Context: an optimization exercise on an open-source flow, tuned for small area. The choices shown serve that exercise and are no tape-out recipe. Only simulation tests tie the RTL to the original design; equivalence was not proved.

File: flow/run.sh
#!/bin/bash
# Standard layout, with plain buf_1 cells as the port buffers.
set -euo pipefail
bash standard.sh finish "BUFFER_PORTS_ARGS=-buffer_cell sky130_fd_sc_hd__buf_1" > standard.log 2>&1
File: standard.sh
#!/bin/bash
# synth_recipe.tcl (not shown) runs the flow's synth.tcl, then flattens the netlist and writes it again
# the make line also repeats each setting of config.mk as NAME=value (left out here)
make -C /OpenROAD-flow-scripts/flow DESIGN_CONFIG=/design/flow/config.mk WORK_HOME=/design/flow/orfs CLKGATE_MAP_FILE= SYNTH_SCRIPT=/design/flow/synth_recipe.tcl "${@:-finish}"
File: config.mk
export PLATFORM = sky130hd
export DESIGN_NAME = scrolling_avalon_interface
export DESIGN_NICKNAME = scrolling_avalon_interface
export VERILOG_FILES = /design/flow/design.v
export SDC_FILE = /design/flow/constraint.sdc
export NUM_CORES = 4
export LEC_CHECK = 0
export CAP_MARGIN = 20
export CORE_MARGIN = 2
export CORE_UTILIZATION = 40
export CTS_BUF_LIST = sky130_fd_sc_hd__clkbuf_4 sky130_fd_sc_hd__clkbuf_2
export SLEW_MARGIN = 20
File: constraint.sdc
create_clock -name core_clock -period 10.0 [get_ports {clock}]
set_input_delay 2.0000 -clock core_clock [delete_from_list [all_inputs] [get_ports {clock}]]
set_output_delay 2.0000 -clock core_clock [all_outputs]
set_load 0.01 [all_outputs]
File: design.v
module scrolling (clock, resetn, we, byteenable, speed_in, val_out);
	input clock, resetn, we;
	input [31:0] speed_in;
	input [3:0] byteenable;
	output [31:0] val_out;
	reg [27:0] speed;
	reg [31:0] count;
	reg [2:0] rot;
	reg rotated;
	wire below;
	tcalc tc (.s(speed), .ch(count[31:4]), .below(below));
	always @(posedge clock or negedge resetn) begin
		if (!resetn) begin
			speed <= 28'd50;
			count <= 32'd0;
			rot <= 3'd0;
			rotated <= 1'b0;
		end else begin
			if (we & byteenable[0]) speed[7:0]   <= speed_in[7:0];
			if (we & byteenable[1]) speed[15:8]  <= speed_in[15:8];
			if (we & byteenable[2]) speed[23:16] <= speed_in[23:16];
			if (we & byteenable[3]) speed[27:24] <= speed_in[27:24];
			count <= below ? count + 32'd1 : 32'd0;
			rotated <= ~below;
			rot <= rot + {2'b00, rotated};
		end
	end
	genvar k;
	generate for (k = 0; k < 8; k = k + 1) begin : dig
		wire five = (rot == k) | (rot == ((k + 7) % 8));
		wire ten  = (rot == ((k + 6) % 8));
		assign val_out[4*k+3:4*k] = {ten, five, ten, five};
	end endgenerate
endmodule
module tcalc (s, ch, below);
	input [27:0] s, ch;
	output below;
	wire [27:0] ns = ~s;
	wire n1 = ~(ns[1] ^ ns[3]);
	wire n2 = ns[1] | ns[3];
	wire n3 = ~(ns[0] ^ ns[2]);
	wire n4 = ns[0] | ns[2];
	wire n5 = ~(ns[1] ^ ns[3]);
	wire n6 = ns[1] | ns[3];
	wire n7 = ns[2] ^ ns[4] ^ ns[6];
	wire n8 = (ns[2] & ns[4]) | (ns[2] & ns[6]) | (ns[4] & ns[6]);
	wire n9 = ns[0] ^ ns[3] ^ ns[5];
	wire n10 = (ns[0] & ns[3]) | (ns[0] & ns[5]) | (ns[3] & ns[5]);
	wire n11 = ~(ns[1] ^ ns[4]);
	wire n12 = ns[1] | ns[4];
	wire n13 = s[0] ^ ns[2] ^ ns[5];
	wire n14 = (s[0] & ns[2]) | (s[0] & ns[5]) | (ns[2] & ns[5]);
	wire n15 = ~(s[1] ^ ns[3]);
	wire n16 = s[1] | ns[3];
	wire n17 = ns[6] ^ ns[8] ^ ns[10];
	wire n18 = (ns[6] & ns[8]) | (ns[6] & ns[10]) | (ns[8] & ns[10]);
	wire n19 = s[0] ^ s[2] ^ ns[4];
	wire n20 = (s[0] & s[2]) | (s[0] & ns[4]) | (s[2] & ns[4]);
	wire n21 = ns[7] ^ ns[9] ^ ns[11];
	wire n22 = (ns[7] & ns[9]) | (ns[7] & ns[11]) | (ns[9] & ns[11]);
	wire n23 = ~(s[1] ^ s[3]);
	wire n24 = s[1] | s[3];
	wire n25 = ns[5] ^ ns[8] ^ ns[10];
	wire n26 = (ns[5] & ns[8]) | (ns[5] & ns[10]) | (ns[8] & ns[10]);
	wire n27 = s[2] ^ s[4] ^ ns[6];
	wire n28 = (s[2] & s[4]) | (s[2] & ns[6]) | (s[4] & ns[6]);
	wire n29 = ns[9] ^ ns[11] ^ ns[13];
	wire n30 = (ns[9] & ns[11]) | (ns[9] & ns[13]) | (ns[11] & ns[13]);
	wire n31 = ~(s[3] ^ s[5]);
	wire n32 = s[3] | s[5];
	wire n33 = ns[7] ^ ns[10] ^ ns[12];
	wire n34 = (ns[7] & ns[10]) | (ns[7] & ns[12]) | (ns[10] & ns[12]);
	wire n35 = s[4] ^ s[6] ^ ns[8];
	wire n36 = (s[4] & s[6]) | (s[4] & ns[8]) | (s[6] & ns[8]);
	wire n37 = ns[11] ^ ns[13] ^ ns[15];
	wire n38 = (ns[11] & ns[13]) | (ns[11] & ns[15]) | (ns[13] & ns[15]);
	wire n39 = ~(ns[0] ^ s[5]);
	wire n40 = ns[0] | s[5];
	wire n41 = s[7] ^ ns[9] ^ ns[12];
	wire n42 = (s[7] & ns[9]) | (s[7] & ns[12]) | (ns[9] & ns[12]);
	wire n43 = ns[1] ^ s[6] ^ s[8];
	wire n44 = (ns[1] & s[6]) | (ns[1] & s[8]) | (s[6] & s[8]);
	wire n45 = ns[10] ^ ns[13] ^ ns[15];
	wire n46 = (ns[10] & ns[13]) | (ns[10] & ns[15]) | (ns[13] & ns[15]);
	wire n47 = ns[2] ^ s[7] ^ s[9];
	wire n48 = (ns[2] & s[7]) | (ns[2] & s[9]) | (s[7] & s[9]);
	wire n49 = ns[11] ^ ns[14] ^ ns[16];
	wire n50 = (ns[11] & ns[14]) | (ns[11] & ns[16]) | (ns[14] & ns[16]);
	wire n51 = ns[3] ^ s[8] ^ s[10];
	wire n52 = (ns[3] & s[8]) | (ns[3] & s[10]) | (s[8] & s[10]);
	wire n53 = ns[12] ^ ns[15] ^ ns[17];
	wire n54 = (ns[12] & ns[15]) | (ns[12] & ns[17]) | (ns[15] & ns[17]);
	wire n55 = ns[4] ^ s[9] ^ s[11];
	wire n56 = (ns[4] & s[9]) | (ns[4] & s[11]) | (s[9] & s[11]);
	wire n57 = ns[13] ^ ns[16] ^ ns[18];
	wire n58 = (ns[13] & ns[16]) | (ns[13] & ns[18]) | (ns[16] & ns[18]);
	wire n59 = ~(ns[5] ^ s[10]);
	wire n60 = ns[5] | s[10];
	wire n61 = s[12] ^ ns[14] ^ ns[17];
	wire n62 = (s[12] & ns[14]) | (s[12] & ns[17]) | (ns[14] & ns[17]);
	wire n63 = ~(ns[6] ^ s[11]);
	wire n64 = ns[6] | s[11];
	wire n65 = s[13] ^ ns[15] ^ ns[18];
	wire n66 = (s[13] & ns[15]) | (s[13] & ns[18]) | (ns[15] & ns[18]);
	wire n67 = ns[7] ^ s[12] ^ s[14];
	wire n68 = (ns[7] & s[12]) | (ns[7] & s[14]) | (s[12] & s[14]);
	wire n69 = ns[16] ^ ns[19] ^ ns[21];
	wire n70 = (ns[16] & ns[19]) | (ns[16] & ns[21]) | (ns[19] & ns[21]);
	wire n71 = ns[8] ^ s[13] ^ s[15];
	wire n72 = (ns[8] & s[13]) | (ns[8] & s[15]) | (s[13] & s[15]);
	wire n73 = ns[17] ^ ns[20] ^ ns[22];
	wire n74 = (ns[17] & ns[20]) | (ns[17] & ns[22]) | (ns[20] & ns[22]);
	wire n75 = ns[9] ^ s[14] ^ s[16];
	wire n76 = (ns[9] & s[14]) | (ns[9] & s[16]) | (s[14] & s[16]);
	wire n77 = ns[18] ^ ns[21] ^ ns[23];
	wire n78 = (ns[18] & ns[21]) | (ns[18] & ns[23]) | (ns[21] & ns[23]);
	wire n79 = ns[10] ^ s[15] ^ s[17];
	wire n80 = (ns[10] & s[15]) | (ns[10] & s[17]) | (s[15] & s[17]);
	wire n81 = ns[19] ^ ns[22] ^ ns[24];
	wire n82 = (ns[19] & ns[22]) | (ns[19] & ns[24]) | (ns[22] & ns[24]);
	wire n83 = ns[11] ^ s[16] ^ s[18];
	wire n84 = (ns[11] & s[16]) | (ns[11] & s[18]) | (s[16] & s[18]);
	wire n85 = ns[20] ^ ns[23] ^ ns[25];
	wire n86 = (ns[20] & ns[23]) | (ns[20] & ns[25]) | (ns[23] & ns[25]);
	wire n87 = ns[4] ^ n3 ^ n2;
	wire n88 = (ns[4] & n3) | (ns[4] & n2) | (n3 & n2);
	wire n89 = ns[5] ^ n5 ^ n4;
	wire n90 = (ns[5] & n5) | (ns[5] & n4) | (n5 & n4);
	wire n91 = ns[7] ^ n9 ^ n8;
	wire n92 = (ns[7] & n9) | (ns[7] & n8) | (n9 & n8);
	wire n93 = ns[6] ^ ns[8] ^ n11;
	wire n94 = (ns[6] & ns[8]) | (ns[6] & n11) | (ns[8] & n11);
	wire n95 = ns[7] ^ ns[9] ^ n13;
	wire n96 = (ns[7] & ns[9]) | (ns[7] & n13) | (ns[9] & n13);
	wire n97 = n17 ^ n15 ^ n14;
	wire n98 = (n17 & n15) | (n17 & n14) | (n15 & n14);
	wire n99 = n21 ^ n19 ^ n18;
	wire n100 = (n21 & n19) | (n21 & n18) | (n19 & n18);
	wire n101 = ns[12] ^ n25 ^ n23;
	wire n102 = (ns[12] & n25) | (ns[12] & n23) | (n25 & n23);
	wire n103 = n29 ^ n27 ^ n26;
	wire n104 = (n29 & n27) | (n29 & n26) | (n27 & n26);
	wire n105 = ns[14] ^ n33 ^ n31;
	wire n106 = (ns[14] & n33) | (ns[14] & n31) | (n33 & n31);
	wire n107 = n37 ^ n35 ^ n34;
	wire n108 = (n37 & n35) | (n37 & n34) | (n35 & n34);
	wire n109 = ns[14] ^ ns[16] ^ n41;
	wire n110 = (ns[14] & ns[16]) | (ns[14] & n41) | (ns[16] & n41);
	wire n111 = n39 ^ n38 ^ n36;
	wire n112 = (n39 & n38) | (n39 & n36) | (n38 & n36);
	wire n113 = ns[17] ^ n45 ^ n43;
	wire n114 = (ns[17] & n45) | (ns[17] & n43) | (n45 & n43);
	wire n115 = ns[18] ^ n49 ^ n47;
	wire n116 = (ns[18] & n49) | (ns[18] & n47) | (n49 & n47);
	wire n117 = ns[19] ^ n53 ^ n51;
	wire n118 = (ns[19] & n53) | (ns[19] & n51) | (n53 & n51);
	wire n119 = ns[20] ^ n57 ^ n55;
	wire n120 = (ns[20] & n57) | (ns[20] & n55) | (n57 & n55);
	wire n121 = ns[19] ^ ns[21] ^ n61;
	wire n122 = (ns[19] & ns[21]) | (ns[19] & n61) | (ns[21] & n61);
	wire n123 = n59 ^ n58 ^ n56;
	wire n124 = (n59 & n58) | (n59 & n56) | (n58 & n56);
	wire n125 = ns[20] ^ ns[22] ^ n65;
	wire n126 = (ns[20] & ns[22]) | (ns[20] & n65) | (ns[22] & n65);
	wire n127 = n63 ^ n62 ^ n60;
	wire n128 = (n63 & n62) | (n63 & n60) | (n62 & n60);
	wire n129 = ns[23] ^ n69 ^ n67;
	wire n130 = (ns[23] & n69) | (ns[23] & n67) | (n69 & n67);
	wire n131 = ns[24] ^ n73 ^ n71;
	wire n132 = (ns[24] & n73) | (ns[24] & n71) | (n73 & n71);
	wire n133 = ns[25] ^ n77 ^ n75;
	wire n134 = (ns[25] & n77) | (ns[25] & n75) | (n77 & n75);
	wire n135 = ns[26] ^ n81 ^ n79;
	wire n136 = (ns[26] & n81) | (ns[26] & n79) | (n81 & n79);
	wire n137 = ns[27] ^ n85 ^ n83;
	wire n138 = (ns[27] & n85) | (ns[27] & n83) | (n85 & n83);
	wire n139 = n7 ^ n6 ^ n90;
	wire n140 = (n7 & n6) | (n7 & n90) | (n6 & n90);
	wire n141 = n10 ^ n93 ^ n92;
	wire n142 = (n10 & n93) | (n10 & n92) | (n93 & n92);
	wire n143 = n12 ^ n95 ^ n94;
	wire n144 = (n12 & n95) | (n12 & n94) | (n95 & n94);
	wire n145 = n16 ^ n99 ^ n98;
	wire n146 = (n16 & n99) | (n16 & n98) | (n99 & n98);
	wire n147 = n22 ^ n20 ^ n101;
	wire n148 = (n22 & n20) | (n22 & n101) | (n20 & n101);
	wire n149 = n24 ^ n103 ^ n102;
	wire n150 = (n24 & n103) | (n24 & n102) | (n103 & n102);
	wire n151 = n30 ^ n28 ^ n105;
	wire n152 = (n30 & n28) | (n30 & n105) | (n28 & n105);
	wire n153 = n32 ^ n107 ^ n106;
	wire n154 = (n32 & n107) | (n32 & n106) | (n107 & n106);
	wire n155 = n111 ^ n109 ^ n108;
	wire n156 = (n111 & n109) | (n111 & n108) | (n109 & n108);
	wire n157 = n42 ^ n40 ^ n113;
	wire n158 = (n42 & n40) | (n42 & n113) | (n40 & n113);
	wire n159 = n46 ^ n44 ^ n115;
	wire n160 = (n46 & n44) | (n46 & n115) | (n44 & n115);
	wire n161 = n50 ^ n48 ^ n117;
	wire n162 = (n50 & n48) | (n50 & n117) | (n48 & n117);
	wire n163 = n54 ^ n52 ^ n119;
	wire n164 = (n54 & n52) | (n54 & n119) | (n52 & n119);
	wire n165 = n123 ^ n121 ^ n120;
	wire n166 = (n123 & n121) | (n123 & n120) | (n121 & n120);
	wire n167 = n127 ^ n125 ^ n124;
	wire n168 = (n127 & n125) | (n127 & n124) | (n125 & n124);
	wire n169 = n66 ^ n64 ^ n129;
	wire n170 = (n66 & n64) | (n66 & n129) | (n64 & n129);
	wire n171 = n70 ^ n68 ^ n131;
	wire n172 = (n70 & n68) | (n70 & n131) | (n68 & n131);
	wire n173 = n74 ^ n72 ^ n133;
	wire n174 = (n74 & n72) | (n74 & n133) | (n72 & n133);
	wire n175 = n78 ^ n76 ^ n135;
	wire n176 = (n78 & n76) | (n78 & n135) | (n76 & n135);
	wire n177 = n82 ^ n80 ^ n137;
	wire n178 = (n82 & n80) | (n82 & n137) | (n80 & n137);
	wire n179 = n97 ^ n96 ^ n144;
	wire n180 = (n97 & n96) | (n97 & n144) | (n96 & n144);
	wire n181 = n100 ^ n147 ^ n146;
	wire n182 = (n100 & n147) | (n100 & n146) | (n147 & n146);
	wire n183 = n104 ^ n151 ^ n150;
	wire n184 = (n104 & n151) | (n104 & n150) | (n151 & n150);
	wire n185 = n112 ^ n110 ^ n157;
	wire n186 = (n112 & n110) | (n112 & n157) | (n110 & n157);
	wire n187 = n114 ^ n159 ^ n158;
	wire n188 = (n114 & n159) | (n114 & n158) | (n159 & n158);
	wire n189 = n116 ^ n161 ^ n160;
	wire n190 = (n116 & n161) | (n116 & n160) | (n161 & n160);
	wire n191 = n118 ^ n163 ^ n162;
	wire n192 = (n118 & n163) | (n118 & n162) | (n163 & n162);
	wire n193 = n122 ^ n167 ^ n166;
	wire n194 = (n122 & n167) | (n122 & n166) | (n167 & n166);
	wire n195 = n128 ^ n126 ^ n169;
	wire n196 = (n128 & n126) | (n128 & n169) | (n126 & n169);
	wire n197 = n130 ^ n171 ^ n170;
	wire n198 = (n130 & n171) | (n130 & n170) | (n171 & n170);
	wire n199 = n132 ^ n173 ^ n172;
	wire n200 = (n132 & n173) | (n132 & n172) | (n173 & n172);
	wire n201 = n134 ^ n175 ^ n174;
	wire n202 = (n134 & n175) | (n134 & n174) | (n175 & n174);
	wire n203 = n136 ^ n177 ^ n176;
	wire n204 = (n136 & n177) | (n136 & n176) | (n177 & n176);
	wire n205 = n149 ^ n148 ^ n182;
	wire n206 = (n149 & n148) | (n149 & n182) | (n148 & n182);
	wire n207 = n153 ^ n152 ^ n184;
	wire n208 = (n153 & n152) | (n153 & n184) | (n152 & n184);
	wire n209 = n165 ^ n164 ^ n192;
	wire n210 = (n165 & n164) | (n165 & n192) | (n164 & n192);
	wire n211 = n168 ^ n195 ^ n194;
	wire n212 = (n168 & n195) | (n168 & n194) | (n195 & n194);
	wire n213 = n155 ^ n154 ^ n208;
	wire n214 = (n155 & n154) | (n155 & n208) | (n154 & n208);
	wire n215 = n197 ^ n196 ^ n212;
	wire n216 = (n197 & n196) | (n197 & n212) | (n196 & n212);
	wire n217 = n156 ^ n185 ^ n214;
	wire n218 = (n156 & n185) | (n156 & n214) | (n185 & n214);
	wire n219 = n199 ^ n198 ^ n216;
	wire n220 = (n199 & n198) | (n199 & n216) | (n198 & n216);
	wire n221 = n187 ^ n186 ^ n218;
	wire n222 = (n187 & n186) | (n187 & n218) | (n186 & n218);
	wire n223 = n201 ^ n200 ^ n220;
	wire n224 = (n201 & n200) | (n201 & n220) | (n200 & n220);
	wire n225 = n189 ^ n188 ^ n222;
	wire n226 = (n189 & n188) | (n189 & n222) | (n188 & n222);
	wire n227 = n203 ^ n202 ^ n224;
	wire n228 = (n203 & n202) | (n203 & n224) | (n202 & n224);
	wire n229 = n191 ^ n190 ^ n226;
	wire n230 = (n191 & n190) | (n191 & n226) | (n190 & n226);
	wire [27:0] x = {n227,n223,n219,n215,n211,n210,n230,n229,n225,n221,n217,n213,n207,n206,n205,n181,n180,n179,n142,n141,n140,n139,n88,n87,n1,ns[2],ns[1],ns[0]};
	wire [27:0] y = {1'b0,1'b0,1'b0,1'b0,1'b0,n193,n209,1'b0,1'b0,1'b0,1'b0,1'b0,1'b0,n183,1'b0,1'b0,n145,1'b0,n143,1'b0,n91,1'b0,n89,1'b0,1'b0,ns[0],1'b1,1'b0};
	wire [28:0] c; assign c[0]=1'b0;
	wire [27:0] t;
	wire [28:0] d; assign d[0]=1'b0;
	genvar i;
	generate for (i=0;i<28;i=i+1) begin : cpa
		assign t[i] = x[i]^y[i]^c[i];
		assign c[i+1] = (x[i]&y[i])|(x[i]&c[i])|(y[i]&c[i]);
		assign d[i+1] = (t[i]&~ch[i])|(t[i]&d[i])|(~ch[i]&d[i]);
	end endgenerate
	assign below = d[28];
endmodule
module scrolling_avalon_interface (clock, resetn, write, writedata, read, readdata, byteenable, chipselect, val_out);
	input clock, resetn;
	input read, write, chipselect;
	input [3:0] byteenable;
	input [31:0] writedata;
	output [31:0] readdata;
	output [31:0] val_out;
	wire [31:0] from_reg;
	assign readdata = from_reg;
	assign val_out = from_reg;
	scrolling U1 (.clock(clock), .resetn(resetn), .we(chipselect & write), .byteenable(byteenable),
	              .speed_in(writedata), .val_out(from_reg));
endmodule
==> impl_metrics.py, run 1 <==
metrics = {
    "outcome": {
        "status": "complete, no violations",
    },
    "cts": {
        "clockBufferDepth": 2,
        "ctsHoldBuffers": 0,
        "clk_latency_ps": 450,
        "tritoncts": "built",
        "cts.sinks": 64,
        "post_cts_buffers": 0,
        "cts_resized": 0,
        "h-tree-depth": 3,
        "clk_pin_slew_worst_paths_ps": 100,
        "cts-root-buf": "clkbuf_4",
        "cts_buffers": 9,
    },
    "yosys": {
        "netlist_area_um2": 6990,
        "ys_seq_elements": 64,
        "yosysWarnings": 1,
        "synth_enable_flop_cells": 0,
        "synth_async_sr_flop_share": 1.00,
        "synth.distinct_cells": 44,
        "ys_seq_area_frac": 0.230,
        "syn_avg_cell_area_um2": 10.5,
        "synth-main-ff-cell": "dfrtp_1",
        "syn_inst": 669,
        "syn-num-nets": 850,
    },
    "critical_path": {
        "cp-start-kind": "flop",
        "endpoint": "U1.count[25]",
        "path_depth": 36,
        "crit_slowest_cell": "dfrtp_1",
        "reg2reg_depth": 36,
        "r2r_setup_slack_ps": 1030,
        "startpoint": "U1.speed[2]",
        "cp.arrival_ps": 9270,
        "cp_num_buf_inv": 5,
        "cp-end-kind": "flop",
        "path_class": "flop to flop",
        "path_delay_family": "adder cells",
        "worst_path_largest_cell_delay_ps": 520,
        "r2r_start": "U1.speed[2]",
        "r2r-end": "U1.count[25]",
        "cpMostUsedCell": "ha_1",
        "path_max_fanout": 32,
        "required_ps": 10310,
    },
    "placed_design": {
        "dpl.hpwl_um": 10300,
        "port_buffers": 99,
        "place_congestion": 0.843,
    },
    "detailed_routing": {
        "drc_errors": 0,
        "vias_per_cell": 4.52,
        "first_pass_iters": 4,
        "wl_um": 12800,
        "wire_per_inst_um": 13.6,
        "dr_total_vias": 4256,
        "drt_iter0_drc": 148,
        "detail-route-antenna-nets": 0,
    },
    "timing": {
        "slew_headroom": 0.457,
        "clock_skew_ps": 26.2,
        "layout_min_cycle_time_ps": 8970,
        "post-route-period-util": 0.897,
        "worst_pin_slew_ps": 814,
        "setup_viol": 0,
        "rsz0062_at_grt": "no",
        "setup-tns-final_ps": 0,
        "holdWs_ps": 489,
        "slew_violations": 0,
        "fmax_ghz": 0.112,
        "finalHoldViolCount": 0,
    },
    "final_layout": {
        "fillers": 1716,
        "final_nets": 893,
        "final_cell_mix": "inv_1 (142), fa_1 (107), buf_1 (98), dfrtp_1 (61)",
        "layout_commonest_cell": "inv_1",
        "antenna_cells": 0,
        "final_util": 0.426,
        "drive_above_1_share": 0.0976,
        "area_growth_pct": 4.58,
    },
    "die": {
        "initial_utilization": 0.407,
        "core_area_um2": 17200,
        "die_w_um": 136,
        "die_area_um2": 18600,
        "io_pins": 105,
        "row_count": 48,
        "die_y_um": 136,
    },
    "global_routing": {
        "grt_pass1_vias": 4436,
        "grt_pass1_wl_um": 22000,
        "antenna_found_initial": 0,
        "grt_max_degree": 65,
        "track_usage": 0.154,
        "overflow": 0,
    },
    "run": {
        "drv_cap": 0,
    },
    "worst_hold_path": {
        "holdCritPathClass": "flop to flop",
    },
}
-- worst reg2reg max path, delay by kind of cell (launching register included) --
kind	cells	cell delay, ps
and+or+nand+nor	3	680
AOI/OAI and AO/OA	4	780
adders and majority gates	24	6090
DFF	1	520
buffers and inverters	5	760
-- layer usage --
metal / vias to the layer above / share of wire / GRT usage
met2: 87 / 0.47 / 0.250
met4: 0 / 0.014 / 0.0463
li1: 2079 / - / -
met3: 13 / 0.034 / 0.0231
met5: - / 0 / 0
met1: 2077 / 0.48 / 0.213
-- state kept, by name (all words and copies together) (netlist names) --
register    flops
U1.rot          3
U1.speed       28
U1.rotated      1
U1.count       32
-- worst min-delay path by stage --
stage / startpoint / end / slack (ps) / cells past startpoint
6_report: U1.rotated / U1.rot[0] / 490 / 1
5_1_grt: U1.rotated / U1.rot[0] / 520 / 1
4_1_cts: U1.rotated / U1.rot[0] / 500 / 1
3_5_place_dp: U1.rotated / U1.rot[0] / 470 / 1
3_3_place_gp: U1.rotated / U1.rot[0] / 460 / 1
2_1_floorplan: U1.rotated / U1.rot[0] / 460 / 1
-- logic make-up (layout without fill, tap and decap cells) --
family / Yosys count / count (layout) / synth area share
xor+xnor: 42 / 42 / 0.0526
compound gates: 25 / 25 / 0.0268
simple gates: 153 / 153 / 0.123
fa+ha+maj: 145 / 145 / 0.373
mux: 28 / 28 / 0.0451
buf+inv: 212 / 260 / 0.150
flops: 64 / 64 / 0.230
-- layout make-up --
| type | count | area [um^2] | share of cell area |
|---|---|---|---|
| Timing Repair Buffer | 102 | 395 | 0.0541 |
| Clock buffer | 10 | 75.1 | 0.0103 |
| Inverter | 142 | 533 | 0.0729 |
| Clock inverter | 6 | 83.8 | 0.0115 |
| Multi-Input combinational cell | 393 | 4340 | 0.593 |
| Tap cell | 225 | 282 | 0.0385 |
| Sequential cell | 64 | 1610 | 0.220 |
-- metrics by stage --
stage,cells,instance area [um^2],worst slack [ps]
2_1_floorplan,669,6990,1870
3_3_place_gp,926,7150,1000
3_5_place_dp,926,7150,960
4_1_cts,942,7310,954
5_1_grt,942,7310,325
6_report,942,7310,1030
-- synthesized netlist by cell type, types with 2 or more instances --
cell / instances / area share
inv_1: 142 / 0.076
fa_1: 107 / 0.31
buf_4: 65 / 0.070
dfrtp_1: 61 / 0.22
ha_1: 33 / 0.059
nand2_1: 33 / 0.018
nor2_1: 30 / 0.016
mux2_2: 28 / 0.045
xnor2_1: 25 / 0.031
xor2_1: 17 / 0.021
nor2b_1: 15 / 0.013
nand2b_1: 13 / 0.012
nand3_1: 13 / 0.0093
nor3b_2: 12 / 0.021
nand4_1: 8 / 0.0072
and3_1: 6 / 0.0054
nor4_1: 6 / 0.0054
o22ai_1: 6 / 0.0054
nor3_1: 5 / 0.0036
o21ai_0: 5 / 0.0036
and2_1: 4 / 0.0036
maj3_1: 4 / 0.0057
or2_2: 4 / 0.0036
clkbuf_1: 3 / 0.0016
dfstp_2: 3 / 0.011
a2111oi_0: 2 / 0.0025
a22oi_1: 2 / 0.0021
==> run 2: changes to the inputs <==
==> run.sh (new file) <==
#!/bin/bash
# synth_recipe.tcl (not shown) runs the flow's synth.tcl, then flattens the netlist and writes it again
# the make line also repeats each setting of config.mk as NAME=value (left out here)
make -C /OpenROAD-flow-scripts/flow DESIGN_CONFIG=/design/flow/config.mk WORK_HOME=/design/flow/orfs CLKGATE_MAP_FILE= SYNTH_SCRIPT=/design/flow/synth_recipe.tcl finish
--- a/config.mk
+++ b/config.mk
@@ -8,5 +8,4 @@
 export CAP_MARGIN = 20
 export CORE_MARGIN = 2
 export CORE_UTILIZATION = 40
-export CTS_BUF_LIST = sky130_fd_sc_hd__clkbuf_4 sky130_fd_sc_hd__clkbuf_2
 export SLEW_MARGIN = 20
removed: flow/run.sh
removed: standard.sh
==> impl_metrics.py, run 2 <==
metrics = {
    "outcome": {
        "status": "complete, no violations",
    },
    "timing": {
        "rsz0062_at_grt": "no",
        "slew_violations": 0,
        "layout_min_cycle_time_ps": 9120,
        "post-route-period-util": 0.912,
        "clock_skew_ps": 6.12,
        "fmax_ghz": 0.110,
        "slew_headroom": 0.329,
        "finalHoldViolCount": 0,
        "setup_viol": 0,
        "setup-tns-final_ps": 0,
        "worst_pin_slew_ps": 1000,
    },
    "global_routing": {
        "track_usage": 0.164,
        "grt_pass1_vias": 4726,
        "overflow": 0,
        "antenna_found_initial": 0,
        "grt_pass1_wl_um": 23600,
        "grt_max_degree": 65,
    },
    "yosys": {
        "ys_seq_elements": 64,
        "synth.distinct_cells": 44,
        "netlist_area_um2": 6990,
        "synthTopCellsByCount": "inv_1 (142), fa_1 (107), buf_4 (65), dfrtp_1 (61)",
        "synth-main-ff-cell": "dfrtp_1",
        "yosysWarnings": 1,
        "yosys.area.top_type": "fa_1",
        "syn-num-nets": 850,
        "synth_enable_flop_cells": 0,
        "ys_seq_area_frac": 0.230,
        "yosysMostFrequentCell": "inv_1",
        "synth_area_leaders": "fa_1 (31%), dfrtp_1 (22%), inv_1 (7.6%), buf_4 (7.0%), ha_1 (5.9%)",
        "syn_inst": 669,
        "synth_async_sr_flop_share": 1.00,
        "syn_avg_cell_area_um2": 10.5,
        "synth_top_area_frac": 0.306,
    },
    "detailed_routing": {
        "detail-route-antenna-nets": 0,
        "wire_per_inst_um": 14.6,
        "vias_per_cell": 4.70,
        "first_pass_iters": 4,
        "drc_errors": 0,
        "wl_um": 13700,
        "dr_total_vias": 4418,
        "drt_iter0_drc": 174,
    },
    "die": {
        "die_area_um2": 18600,
        "core_area_um2": 17200,
        "die_y_um": 136,
        "initial_utilization": 0.407,
        "row_count": 48,
        "die_w_um": 136,
        "io_pins": 105,
    },
    "cts": {
        "cts-root-buf": "clkbuf_16",
        "ctsHoldBuffers": 0,
        "tritoncts": "built",
        "post_cts_buffers": 0,
        "cts.sinks": 64,
        "clk_latency_ps": 340,
        "cts_resized": 0,
        "clk_pin_slew_worst_paths_ps": 60,
        "cts_buffers": 9,
        "clockBufferDepth": 2,
        "h-tree-depth": 3,
    },
    "final_layout": {
        "layout_commonest_cell": "inv_1",
        "seq_area_um2": 1610,
        "antenna_cells": 0,
        "design_area_um2": 8080,
        "final_cell_mix": "inv_1 (142), fa_1 (107), clkdlybuf4s50_1 (98), dfrtp_1 (61)",
        "multiInputGateArea_um2": 4340,
        "area_growth_pct": 15.5,
        "largest_reg_flops": 32,
        "final_nets": 892,
        "fillers": 1601,
        "reg_top3": "U1.count x32, U1.speed x28, U1.rot x3",
        "drive_above_1_share": 0.0978,
        "regMostFlops": "U1.count",
    },
    "critical_path": {
        "cp-end-kind": "flop",
        "cp-start-kind": "flop",
        "path_max_fanout": 32,
        "required_ps": 10210,
        "cpMostUsedCell": "ha_1",
        "cp.arrival_ps": 9330,
        "path_class": "flop to flop",
        "worst_path_largest_cell_delay_ps": 680,
        "crit_slowest_cell": "nand2_1",
    },
    "placed_design": {
        "port_buffers": 99,
        "postPlaceCellArea_um2": 7760,
        "place_congestion": 0.888,
        "dpl.hpwl_um": 11300,
    },
    "worst_hold_path": {
        "holdCritPathClass": "flop to flop",
    },
    "run": {
        "drv_cap": 0,
    },
}
## run 2: changes by cell type in the layout (fill, tap and decap cells not counted), sizes merged
cell / before / now
buf: 102 / 3
clkdlybuf4s50: 0 / 98
bufinv: 2 / 1
clkbuf: 10 / 11
clkinvlp: 2 / 1
inv: 142 / 143
## run 2: final timing paths
check | start | end | slack [ps] | depth (start not counted)
setup / recovery | U1.speed[2] | U1.count[0] | 880 | 35
hold / removal | U1.rotated | U1.rot[0] | 480 | 1
max in group asynchronous | resetn | U1.rot[2] | 7630 | 2
min in group asynchronous | resetn | U1.speed[9] | 1830 | 2
setup reg to reg | U1.speed[2] | U1.count[0] | 880 | 35
hold reg to reg | U1.rotated | U1.rot[0] | 480 | 1
## run 2: cells by family (layout without fill, tap and decap cells)
logic type,count (synthesis),count (layout),synth area share
simple gates,153,153,0.123
xor+xnor,42,42,0.0526
compound gates,25,25,0.0268
buf+inv,212,259,0.150
mux,28,28,0.0451
flops,64,64,0.230
fa+ha+maj,145,145,0.373
## run 2: metal layers
metal | vias up | global-route usage | wire length (um)
li1 | 2071 | - | -
met1 | 2218 | 0.217 | 6210
met2 | 111 | 0.276 | 6720
met3 | 18 | 0.0235 | 513
met4 | 0 | 0.0579 | 273
met5 | - | 0 | 0
## run 2: metrics by stage
stage / hold WS, ps / instances / utilization / setup WS, ps
floorplan: 456 / 669 / - / 1870
global placement: 461 / 925 / 0.452 / 923
detailed placement: 470 / 925 / 0.452 / 723
CTS: 482 / 941 / 0.470 / 797
global route: 505 / 941 / 0.470 / 239
finish: 478 / 941 / 0.470 / 885
## run 2: final cells by class
cell class,count,area share
multi-input cells,393,0.537
clock inverters,5,0.00790
well taps,225,0.0349
clock buffers,11,0.0313
repair buffers,101,0.124
inverters,142,0.0660
flip-flops and latches,64,0.199
## run 2: critical path, delay by kind of cell, from the launching register on
family	cells	cell delay (ps)
xor+xnor	4	800
fa+ha+maj	25	6180
buf+inv	4	390
flops	1	510
simple gates	2	1090
==> run 3: changes to the inputs <==
==> flow/run.sh (new file) <==
#!/bin/bash
# Standard layout without Yosys's early generic abc pass, with plain buf_1 port buffers.
set -euo pipefail
bash standard.sh finish SYNTH_ARGS=-noabc "BUFFER_PORTS_ARGS=-buffer_cell sky130_fd_sc_hd__buf_1" > standard.log 2>&1
==> standard.sh (new file) <==
#!/bin/bash
# synth_recipe.tcl (not shown) runs the flow's synth.tcl, then flattens the netlist and writes it again
# the make line also repeats each setting of config.mk as NAME=value (left out here)
make -C /OpenROAD-flow-scripts/flow DESIGN_CONFIG=/design/flow/config.mk WORK_HOME=/design/flow/orfs CLKGATE_MAP_FILE= SYNTH_SCRIPT=/design/flow/synth_recipe.tcl "${@:-finish}"
--- a/config.mk
+++ b/config.mk
@@ -8,4 +8,5 @@
 export CAP_MARGIN = 20
 export CORE_MARGIN = 2
 export CORE_UTILIZATION = 40
+export CTS_BUF_LIST = sky130_fd_sc_hd__clkbuf_4 sky130_fd_sc_hd__clkbuf_2
 export SLEW_MARGIN = 20
removed: run.sh
==> impl_metrics.py, run 3 <==
metrics = {
    "yosys": {
        "synth.distinct_cells": 57,
        "netlist_area_um2": 6860,
        "syn_avg_cell_area_um2": 10.9,
        "synth_top_area_frac": 0.315,
        "syn_inst": 627,
        "yosysWarnings": 1,
        "ys_seq_elements": 64,
        "yosysMostFrequentCell": "inv_1",
        "yosys.area.top_type": "fa_1",
        "ys_seq_area_frac": 0.234,
        "synth_enable_flop_cells": 0,
        "synthTopCellsByCount": "inv_1 (121), fa_1 (108), buf_4 (65), dfrtp_1 (61)",
        "syn-num-nets": 808,
        "synth_area_leaders": "fa_1 (32%), dfrtp_1 (22%), buf_4 (7.1%), inv_1 (6.6%), ha_1 (5.8%)",
        "synth-main-ff-cell": "dfrtp_1",
        "synth_async_sr_flop_share": 1.00,
    },
    "final_layout": {
        "largest_reg_flops": 32,
        "area_growth_pct": 4.23,
        "final_util": 0.429,
        "layout_commonest_cell": "inv_1",
        "final_cell_mix": "inv_1 (121), fa_1 (108), buf_1 (98), dfrtp_1 (61)",
        "regMostFlops": "U1.count",
        "antenna_cells": 0,
        "reg_top3": "U1.count x32, U1.speed x28, U1.rot x3",
        "final_nets": 850,
        "drive_above_1_share": 0.108,
        "fillers": 1602,
    },
    "detailed_routing": {
        "drt_iter0_drc": 152,
        "wl_um": 13000,
        "wl_met3_um": 450,
        "drc_errors": 0,
        "highest_layer": "met4",
        "detail-route-antenna-nets": 0,
        "vias_per_cell": 4.75,
        "wl_met1_um": 5750,
        "met2_length_um": 6560,
        "wire_per_inst_um": 14.5,
        "first_pass_iters": 4,
        "dr_total_vias": 4246,
    },
    "critical_path": {
        "r2r-end": "U1.count[6]",
        "cp.arrival_ps": 9210,
        "path_class": "flop to flop",
        "cp-start-kind": "flop",
        "path_max_fanout": 23,
        "r2r_setup_slack_ps": 1110,
        "required_ps": 10320,
        "worst_path_largest_cell_delay_ps": 710,
        "cpMostUsedCell": "ha_1",
        "r2r_start": "U1.speed[2]",
        "cp-end-kind": "flop",
        "crit_slowest_cell": "dfrtp_1",
        "reg2reg_depth": 33,
    },
    "global_routing": {
        "track_usage": 0.156,
        "grt_max_degree": 65,
        "grt_pass1_vias": 4587,
        "grt_pass1_wl_um": 22400,
        "overflow": 0,
        "antenna_found_initial": 0,
    },
    "cts": {
        "tritoncts": "built",
        "h-tree-depth": 3,
        "ctsHoldBuffers": 0,
        "clockBufferDepth": 2,
        "clk_pin_slew_worst_paths_ps": 100,
        "cts-root-buf": "clkbuf_4",
        "cts.sinks": 64,
        "cts_buffers": 9,
        "cts_resized": 0,
        "post_cts_buffers": 0,
        "clk_latency_ps": 440,
    },
    "timing": {
        "worst_pin_slew_ps": 821,
        "slew_violations": 0,
        "fmax_ghz": 0.113,
        "slew_headroom": 0.452,
        "post-route-period-util": 0.889,
        "layout_min_cycle_time_ps": 8890,
        "setup-tns-final_ps": 0,
        "setup_viol": 0,
        "clock_skew_ps": 12.8,
        "rsz0062_at_grt": "no",
        "finalHoldViolCount": 0,
    },
    "die": {
        "io_pins": 105,
        "die_y_um": 135,
        "core_area_um2": 16600,
        "row_count": 47,
        "initial_utilization": 0.412,
        "die_area_um2": 18200,
        "die_w_um": 135,
    },
    "placed_design": {
        "place_congestion": 0.878,
        "port_buffers": 99,
        "dpl.hpwl_um": 10700,
    },
    "worst_hold_path": {
        "hp-start": "U1.rotated",
        "holdCritPathClass": "flop to flop",
        "hold_path_end": "U1.rot[0]",
        "worstHoldPathCells": 1,
    },
    "outcome": {
        "status": "complete, no violations",
    },
    "run": {
        "drv_cap": 0,
    },
}
run 3: cell types whose count changed after synthesis, sizes merged, moves of 4 or more:
| cell | previous run | this run |
|---|---|---|
| nand3 | 13 | 9 |
| xnor2 | 25 | 32 |
| inv | 142 | 121 |
| nor3 | 5 | 31 |
| nor3b | 13 | 2 |
| nand2 | 33 | 15 |
| xor2 | 17 | 7 |
| nor2 | 30 | 16 |
run 3: kinds of logic after synthesis:
group                      Yosys count  synth area share
and+or+nand+nor                    127             0.110
muxes                               28            0.0460
DFF                                 64             0.234
xor gates and xnor gates            39            0.0498
adders and majority gates          145             0.382
AOI/OAI and AO/OA                   31            0.0361
buffers and inverters              193             0.143
run 3: worst max-delay path by stage:
stage	from	to	cells past startpoint
6_report	U1.speed[2]	U1.count[6]	33
3_5_place_dp	U1.speed[2]	U1.count[6]	33
3_3_place_gp	U1.speed[2]	U1.count[18]	33
5_1_grt	U1.speed[2]	U1.count[5]	33
2_1_floorplan	U1.speed[2]	U1.count[7]	34
4_1_cts	U1.speed[2]	U1.count[18]	33
run 3: cell type report:
cell class,count,area [um^2],share of cell area
clock buffer,11,82.6,0.0116
clock inverter,5,47.5,0.00665
tap,220,275,0.0385
inverter,121,454,0.0636
timing repair buffer,103,403,0.0564
sequential,64,1610,0.225
multi-input combinational,370,4280,0.599
run 3: stage by stage:
stage / hold slack [ps] / std cells / setup WS [ps] / area (um^2)
global route: 532 / 894 / 629 / 7150
finish: 491 / 894 / 1110 / 7150
global placement: 464 / 878 / 1090 / 7020
detailed placement: 472 / 878 / 1020 / 7020
floorplan: 441 / 627 / 1810 / 6860
CTS: 495 / 894 / 1010 / 7150
run 3: metal layers:
metal	GRT usage	vias up
met5	0	-
met4	0.0520	0
met3	0.0229	16
met2	0.272	116
met1	0.200	2122
li1	-	1992
run 3: worst max-delay path: cells and delay by family, from the launching register on:
| family | cells | cell delay, ps |
|---|---|---|
| xor gates and xnor gates | 4 | 690 |
| adders and majority gates | 25 | 6410 |
| buffers and inverters | 2 | 410 |
| DFF | 1 | 710 |
| and+or+nand+nor | 2 | 570 |

-- port drivers added, routing unchanged --
The results above use ideal ports. As a check the final layouts listed here were re-extracted and re-timed, cells and wires unchanged. Step 1, drivers: a clkbuf_16 drives clock and a buf_2 each remaining input, both assumed. Step 2 times the ports against the registers' clock, not the clock port: input delays grow and output delays shrink by t, the midpoint of the rising clock arrivals with the driver on. Three values: ideal, step 1, step 2; two values: the first two.
| run | t, ns | slack for setup (ns) | worst setup path after step 2 | slew at the worst register clock pin (ns) | worst data-port slew with drivers (ns) |
|---|---|---|---|---|---|
| run 1 | 0.472 | 1.034 / 1.034 / 1.034 | register to register | 0.13 / 0.13 | 0.04 |
| run 2 | 0.377 | 0.885 / 0.885 / 0.885 | register to register | 0.06 / 0.06 | 0.05 |
| run 3 | 0.468 | 1.115 / 1.115 / 1.115 | register to register | 0.11 / 0.11 | 0.04 |
After both steps setup and hold are still met in every run listed.
